Source: an optimization exercise on an open RTL-to-GDS flow (aim: small area). Production flows keep margins and buffers that such runs may drop. The RTL was checked by simulation tests, not by an equivalence proof against the original design. No activity file was given, so power comes from the tool's default toggle rates.

## v31
// CPU
module CPU (
    input  logic        clk, rst_n,
    output logic [13:0] imem_addr,
    input  logic [31:0] imem_rdata,
    output logic [13:0] dmem_addr,
    output logic [31:0] dmem_wdata,
    output logic        dmem_we,
    input  logic [31:0] dmem_rdata,
    input  logic [7:0]  switches1, switches2, switches3,
    input  logic        bt1, bt2, bt3, bt4, bt5,
    input  logic [4:0]  kb_idx,
    output logic [7:0]  led1_out, led2_out,
    output logic [31:0] seg1_out
);
    wire rst = ~rst_n;
    function automatic [31:0] immgen(input [31:0] i);
        case (i[6:0])
            7'b0010011, 7'b0000011, 7'b1100111: immgen = {{20{i[31]}}, i[31:20]};
            7'b0100011: immgen = {{20{i[31]}}, i[31:25], i[11:7]};
            7'b1100011: immgen = {{19{i[31]}}, i[31], i[7], i[30:25], i[11:8], 1'b0};
            7'b0110111, 7'b0010111: immgen = {i[31:12], 12'b0};
            7'b1101111: immgen = {{11{i[31]}}, i[31], i[19:12], i[20], i[30:21], 1'b0};
            default: immgen = 32'b0;
        endcase
    endfunction
    function automatic [31:0] rstval(input [4:0] r);
  ...
==> flow/config.mk <==
export PLATFORM = sky130hd
export DESIGN_NAME = CPU
export DESIGN_NICKNAME = CPU
export VERILOG_FILES = /design/flow/design.v
export SDC_FILE = /design/flow/constraint.sdc
export NUM_CORES = 8
export LEC_CHECK = 0
export ABC_AREA = 1
export CAP_MARGIN = 20
export CORE_MARGIN = 2
export CORE_UTILIZATION = 70
export CTS_BUF_LIST = sky130_fd_sc_hd__clkbuf_8
export CTS_CLUSTER_DIAMETER = 60
export CTS_CLUSTER_SIZE = 14
export PLACE_DENSITY = 0.78
export SLEW_MARGIN = 20
==> flow/constraint.sdc <==
create_clock -name core_clock -period 200.0 [get_ports {clk}]
set_input_delay 40.0000 -clock core_clock [delete_from_list [all_inputs] [get_ports {clk}]]
set_output_delay 40.0000 -clock core_clock [all_outputs]
set_load 0.01 [all_outputs]
standard.sh (not shown) runs the stock make flow with config.mk's settings and CLKGATE_MAP_FILE= SYNTH_SCRIPT=/design/flow/synth_recipe.tcl, a recipe that flattens the netlist after the stock synthesis.
==> flow/flow/run.sh <==
#!/bin/bash
# Layout flow: the standard ORFS flow (standard.sh), with two changes:
#  - synthesis maps the combinational logic with ABC's area-oriented "&nf"
#    mapper (flow/abc_area.script) instead of "map"; registers are mapped by
#    the unchanged synthesis script before ABC runs, so they are the standard
#    synthesis's, with the same names and cells;
#  - the port buffers are sky130_fd_sc_hd__buf_1 cells.
# Every other step runs ORFS's own scripts unchanged. Each tool's full output
# goes to a log file in this folder (make.log, write_def.log) and ORFS's
# per-step logs under orfs/logs/.
set -euo pipefail
W=$(pwd)
rm -rf "$W/scripts_mod"
cp -r "$FLOW_HOME/scripts" "$W/scripts_mod"
cp "$W/flow/abc_area.script" "$W/scripts_mod/abc_area.script"
# standard.sh's make call, with the copied scripts and the port-buffer cell
sed -e "s#CLKGATE_MAP_FILE= #CLKGATE_MAP_FILE= SCRIPTS_DIR=$W/scripts_mod 'BUFFER_PORTS_ARGS=-buffer_cell sky130_fd_sc_hd__buf_1' #" \
    -e "s#^  openroad -no_init -exit \(.*\)\$#  openroad -no_init -exit \1 > $W/write_def.log 2>\&1#" \
    standard.sh > "$W/own_standard.sh"
grep -q "SCRIPTS_DIR=$W/scripts_mod" "$W/own_standard.sh"
bash "$W/own_standard.sh" > "$W/make.log" 2>&1
test -s "$W/out/final.def"
==> flow/flow/abc_area.script <==
strash
&get -n
&dch -f
&nf -p -R 1000
&put
topo
stime -c
dnsize -c
Flow for v31 halted at global routing (5_1_grt), error code GRT-0232.
> inputs changed (v31 -> v29)
--- a/flow/config.mk
+++ b/flow/config.mk
@@ -10,3 +10,3 @@
 export CORE_MARGIN = 2
-export CORE_UTILIZATION = 70
+export CORE_UTILIZATION = 60
 export CTS_BUF_LIST = sky130_fd_sc_hd__clkbuf_8
@@ -14,3 +14,3 @@
 export CTS_CLUSTER_SIZE = 14
-export PLACE_DENSITY = 0.78
+export PLACE_DENSITY = 0.7
 export SLEW_MARGIN = 20
[summary]
v29 was carried through to the last stage, and its layout satisfied the timing, DRC and antenna checks. Cell row count was lower in v31 than in v29. The share of synthesized flip-flops with an asynchronous set or reset on v29 is in line with that on v31. Reported for v31 and v29, synthesized-area fraction occupied by ao, oa, aoi and oai cells turned out identical to the last digit.
Input-level comparison between v58 and v29:
--- a/flow/flow/run.sh
+++ b/flow/flow/run.sh
@@ -2,3 +2,4 @@
 # Layout flow: the standard ORFS flow (standard.sh), with two changes:
-#  - synthesis maps the combinational logic with ABC's area-oriented "&nf"
+#  - synthesis optimises the combinational logic with ABC's &deepsyn and maps
+#    it with the area-oriented "&nf"
 #    mapper (flow/abc_area.script) instead of "map"; registers are mapped by
--- a/flow/flow/abc_area.script
+++ b/flow/flow/abc_area.script
@@ -1,2 +1,5 @@
 strash
+&get -n
+&deepsyn -T 60
+&put
 &get -n
--- outcome ---
v58 against v29: count of flip-flops with a built-in enable after synthesis about even, core utilization about even, combinational share of power fell 4.4 points.
Worst-path maximum fanout in v58 is about 43% below v29.
On routed wire length: v58 sits above v29.
Against v29, v58 comes in 3600 µm² lower on area of all placed cells without fillers.
Going from v29 to v58, via count shrinks by 2,385.

---

CPU, a different RTL version from the one above (not shown whole).
Size: roughly 16000 cells after synthesis, roughly 3600 flip-flops, roughly 210 I/O pins, roughly 180000 µm² of cells after synthesis.
Settings: LEC_CHECK=0, ABC_AREA=1, CAP_MARGIN=30, CORE_MARGIN=2, CORE_UTILIZATION=63, CTS_BUF_LIST=sky130_fd_sc_hd__clkbuf_8, CTS_CLUSTER_DIAMETER=60, CTS_CLUSTER_SIZE=14, PLACE_DENSITY=0.72, SLEW_MARGIN=30; clock period 200.0 ns.
==> flow/flow/run.sh <==
#!/bin/bash
# Layout flow: the standard ORFS flow (standard.sh) with one change: the
# port buffers are sky130_fd_sc_hd__buf_1 cells instead of the 10 um2 buffer
# ORFS picks. Synthesis and every other step run ORFS's scripts unchanged.
# Each tool's full output goes to a log file in this folder (make.log,
# write_def.log) and ORFS's per-step logs under orfs/logs/.
set -euo pipefail
W=$(pwd)
sed -e "s#CLKGATE_MAP_FILE= #CLKGATE_MAP_FILE= 'BUFFER_PORTS_ARGS=-buffer_cell sky130_fd_sc_hd__buf_1' #" \
    -e "s#^  openroad -no_init -exit \(.*\)\$#  openroad -no_init -exit \1 > $W/write_def.log 2>\&1#" \
    standard.sh > "$W/own_standard.sh"
grep -q "BUFFER_PORTS_ARGS=-buffer_cell" "$W/own_standard.sh"
bash "$W/own_standard.sh" > "$W/make.log" 2>&1
test -s "$W/out/final.def"
Next try:
==> flow/flow/run.sh (replaced) <==
#!/bin/bash
# Layout flow: the standard ORFS flow (standard.sh) with two changes: the
# port buffers are sky130_fd_sc_hd__buf_1 cells instead of the 10 um2 buffer
# ORFS picks, and after global routing ORFS's power recovery may downsize
# cells on up to 40% of the paths with positive slack (RECOVER_POWER=40).
# Synthesis and every other step run ORFS's scripts unchanged.
# Each tool's full output goes to a log file in this folder (make.log,
# write_def.log) and ORFS's per-step logs under orfs/logs/.
set -euo pipefail
W=$(pwd)
sed -e "s#CLKGATE_MAP_FILE= #CLKGATE_MAP_FILE= 'BUFFER_PORTS_ARGS=-buffer_cell sky130_fd_sc_hd__buf_1' RECOVER_POWER=40 #" \
    -e "s#^  openroad -no_init -exit \(.*\)\$#  openroad -no_init -exit \1 > $W/write_def.log 2>\&1#" \
    standard.sh > "$W/own_standard.sh"
grep -q "BUFFER_PORTS_ARGS=-buffer_cell" "$W/own_standard.sh"
grep -q "RECOVER_POWER=40" "$W/own_standard.sh"
bash "$W/own_standard.sh" > "$W/make.log" 2>&1
test -s "$W/out/final.def"
After rerunning:
- With this change the flow completed and failed the layout checks on max-capacitance violations, max-slew violations
- total power hardly moves
- sequential share of layout area increases by 0.13 points
- worst hold slack improves by 0.0071 ns
Next try:
==> flow/run.sh (new file) <==
#!/bin/bash
# synth_recipe.tcl (not shown) runs the flow's synth.tcl, then flattens the netlist and writes it again
# the make line also repeats each setting of config.mk as NAME=value (left out here)
make -C /OpenROAD-flow-scripts/flow DESIGN_CONFIG=/design/flow/config.mk WORK_HOME=/design/flow/orfs CLKGATE_MAP_FILE= SYNTH_SCRIPT=/design/flow/synth_recipe.tcl finish
removed: flow/flow/run.sh
removed: flow/standard.sh
Outcome: The new run completed with no timing, DRC or antenna violations. Via count stays flat. Setup slack improves by 0.77 ns. Flip-flop and latch count is unchanged. Register-to-register slack improves by 0.77 ns. Non-clock buffer count increases by 9. Routed wire length decreases by 0.39%. Critical path depth increases by 26. Count of clock-buffer cells in the layout decreases by 9. Die area stays the same.
Next try:
Settings changed: CORE_UTILIZATION 63 to 67, CTS_CLUSTER_SIZE 14 to 15, PLACE_DENSITY 0.72 to 0.76.
What happened:
- worst hold slack improved by 0.037 ns
- sequential share of layout area barely changes
- synthesized area stays the same
- die area falls by 5.9%
- count of clock-buffer cells in the layout shrinks by 4

---

== job 2832 ==
CPU, a different RTL version from the one above (not shown whole).
Size in the first run: about 16000 cells after synthesis, about 210 I/O pins, about 0.18 mm² of cells after synthesis.
==> flow/design.v (excerpt) <==
module CPU (
    input  logic        clk, rst_n,
    output logic [13:0] imem_addr,
    input  logic [31:0] imem_rdata,
    output logic [13:0] dmem_addr,
    output logic [31:0] dmem_wdata,
    output logic        dmem_we,
    input  logic [31:0] dmem_rdata,
    input  logic [7:0]  switches1, switches2, switches3,
    input  logic        bt1, bt2, bt3, bt4, bt5,
    input  logic [4:0]  kb_idx,
    output logic [7:0]  led1_out, led2_out,
    output logic [31:0] seg1_out
);
    wire rst = ~rst_n;
    function automatic [31:0] immgen(input [31:0] i);
        case (i[6:0])
            7'b0010011, 7'b0000011, 7'b1100111: immgen = {{20{i[31]}}, i[31:20]};
            7'b0100011: immgen = {{20{i[31]}}, i[31:25], i[11:7]};
            7'b1100011: immgen = {{19{i[31]}}, i[31], i[7], i[30:25], i[11:8], 1'b0};
            7'b0110111, 7'b0010111: immgen = {i[31:12], 12'b0};
            7'b1101111: immgen = {{11{i[31]}}, i[31], i[19:12], i[20], i[30:21], 1'b0};
            default: immgen = 32'b0;
        endcase
    endfunction
    function automatic [31:0] rstval(input [4:0] r);
        rstval = (r == 5'd2) ? 32'h00007ffc : (r == 5'd3) ? 32'hffffff00 : 32'h0;
    endfunction
    logic [31:0] pc;
    logic [31:0] d_inst, d_pc, d_ppc;      
    logic        d_pred;
    logic [31:0] e_inst, e_pc, e_d1, e_d2, e_ppc;   
    logic        e_pred;
    logic [31:0] m_alu, m_d2;              
    logic [4:0]  m_rd;
    logic [2:0]  m_op;
    logic        m_we, m_re, m_rw;
    logic [31:0] w_data;                   
    logic [4:0]  w_rd;
    logic        w_rw;
    logic icache_stall, dcache_stall, hz_stall, predict_fail;
    logic [31:0] old_pc;
    logic        old_branch, old_actual;
    logic ph_p, ph_n;
    always_ff @(posedge clk) ph_p <= ~ph_p;
    always_ff @(negedge clk) ph_n <= ph_p;
  ...
clock: 200.0 ns
lec_check: 0
abc_area: 1
cap_margin: 30
core_margin: 2
core_utilization: 63
cts_buf_list: sky130_fd_sc_hd__clkbuf_8
cts_cluster_diameter: 60
cts_cluster_size: 14
place_density: 0.72
slew_margin: 30
run.sh (not shown) runs the stock make flow with config.mk's settings and CLKGATE_MAP_FILE= SYNTH_SCRIPT=/design/flow/synth_recipe.tcl, a recipe that flattens the netlist after the stock synthesis.
Stock flow here: none of the scripts above is used.
Job 2832: full flow OK, the timing, DRC and antenna checks passed
## Diff of input files: job 3981 against job 2832
==> flow/flow/run.sh (new file) <==
#!/bin/bash
# Layout flow: the standard ORFS flow (standard.sh), with two changes:
#  - synthesis runs ORFS's own ABC area script without its last buffering and
#    upsizing commands (flow/abc_area.script), which size gates for a 200 ps
#    target that this design's 200 ns clock does not need; registers are
#    mapped by the unchanged synthesis script before ABC runs, so they are
#    the standard synthesis's, with the same names and cells;
#  - the port buffers are sky130_fd_sc_hd__buf_1 cells.
# Every other step runs ORFS's own scripts unchanged. Each tool's full output
# goes to a log file in this folder (make.log, write_def.log) and ORFS's
# per-step logs under orfs/logs/.
set -euo pipefail
W=$(pwd)
rm -rf "$W/scripts_mod"
cp -r "$FLOW_HOME/scripts" "$W/scripts_mod"
cp "$W/flow/abc_area.script" "$W/scripts_mod/abc_area.script"
# standard.sh's make call, with the copied scripts and the port-buffer cell
sed -e "s#CLKGATE_MAP_FILE= #CLKGATE_MAP_FILE= SCRIPTS_DIR=$W/scripts_mod 'BUFFER_PORTS_ARGS=-buffer_cell sky130_fd_sc_hd__buf_1' #" \
    -e "s#^  openroad -no_init -exit \(.*\)\$#  openroad -no_init -exit \1 > $W/write_def.log 2>\&1#" \
    standard.sh > "$W/own_standard.sh"
grep -q "SCRIPTS_DIR=$W/scripts_mod" "$W/own_standard.sh"
bash "$W/own_standard.sh" > "$W/make.log" 2>&1
test -s "$W/out/final.def"
==> flow/flow/abc_area.script (new file) <==
strash
dch
map -B 0.9
topo
stime -c
dnsize -c
==> flow/standard.sh (new file) <==
#!/bin/bash
# synth_recipe.tcl (not shown) runs the flow's synth.tcl, then flattens the netlist and writes it again
# the make line also repeats each setting of config.mk as NAME=value (left out here)
make -C /OpenROAD-flow-scripts/flow DESIGN_CONFIG=/design/flow/config.mk WORK_HOME=/design/flow/orfs CLKGATE_MAP_FILE= SYNTH_SCRIPT=/design/flow/synth_recipe.tcl "${@:-finish}"
removed: flow/run.sh
[summary]
Changes observed in job 3981 relative to job 2832: horizontal extent of the die moved down; post-route standard cell area excluding fillers -0.0014 mm²; number of global-route vias before repair down 0.43%; critical path depth shows an increase of about 1.2%.
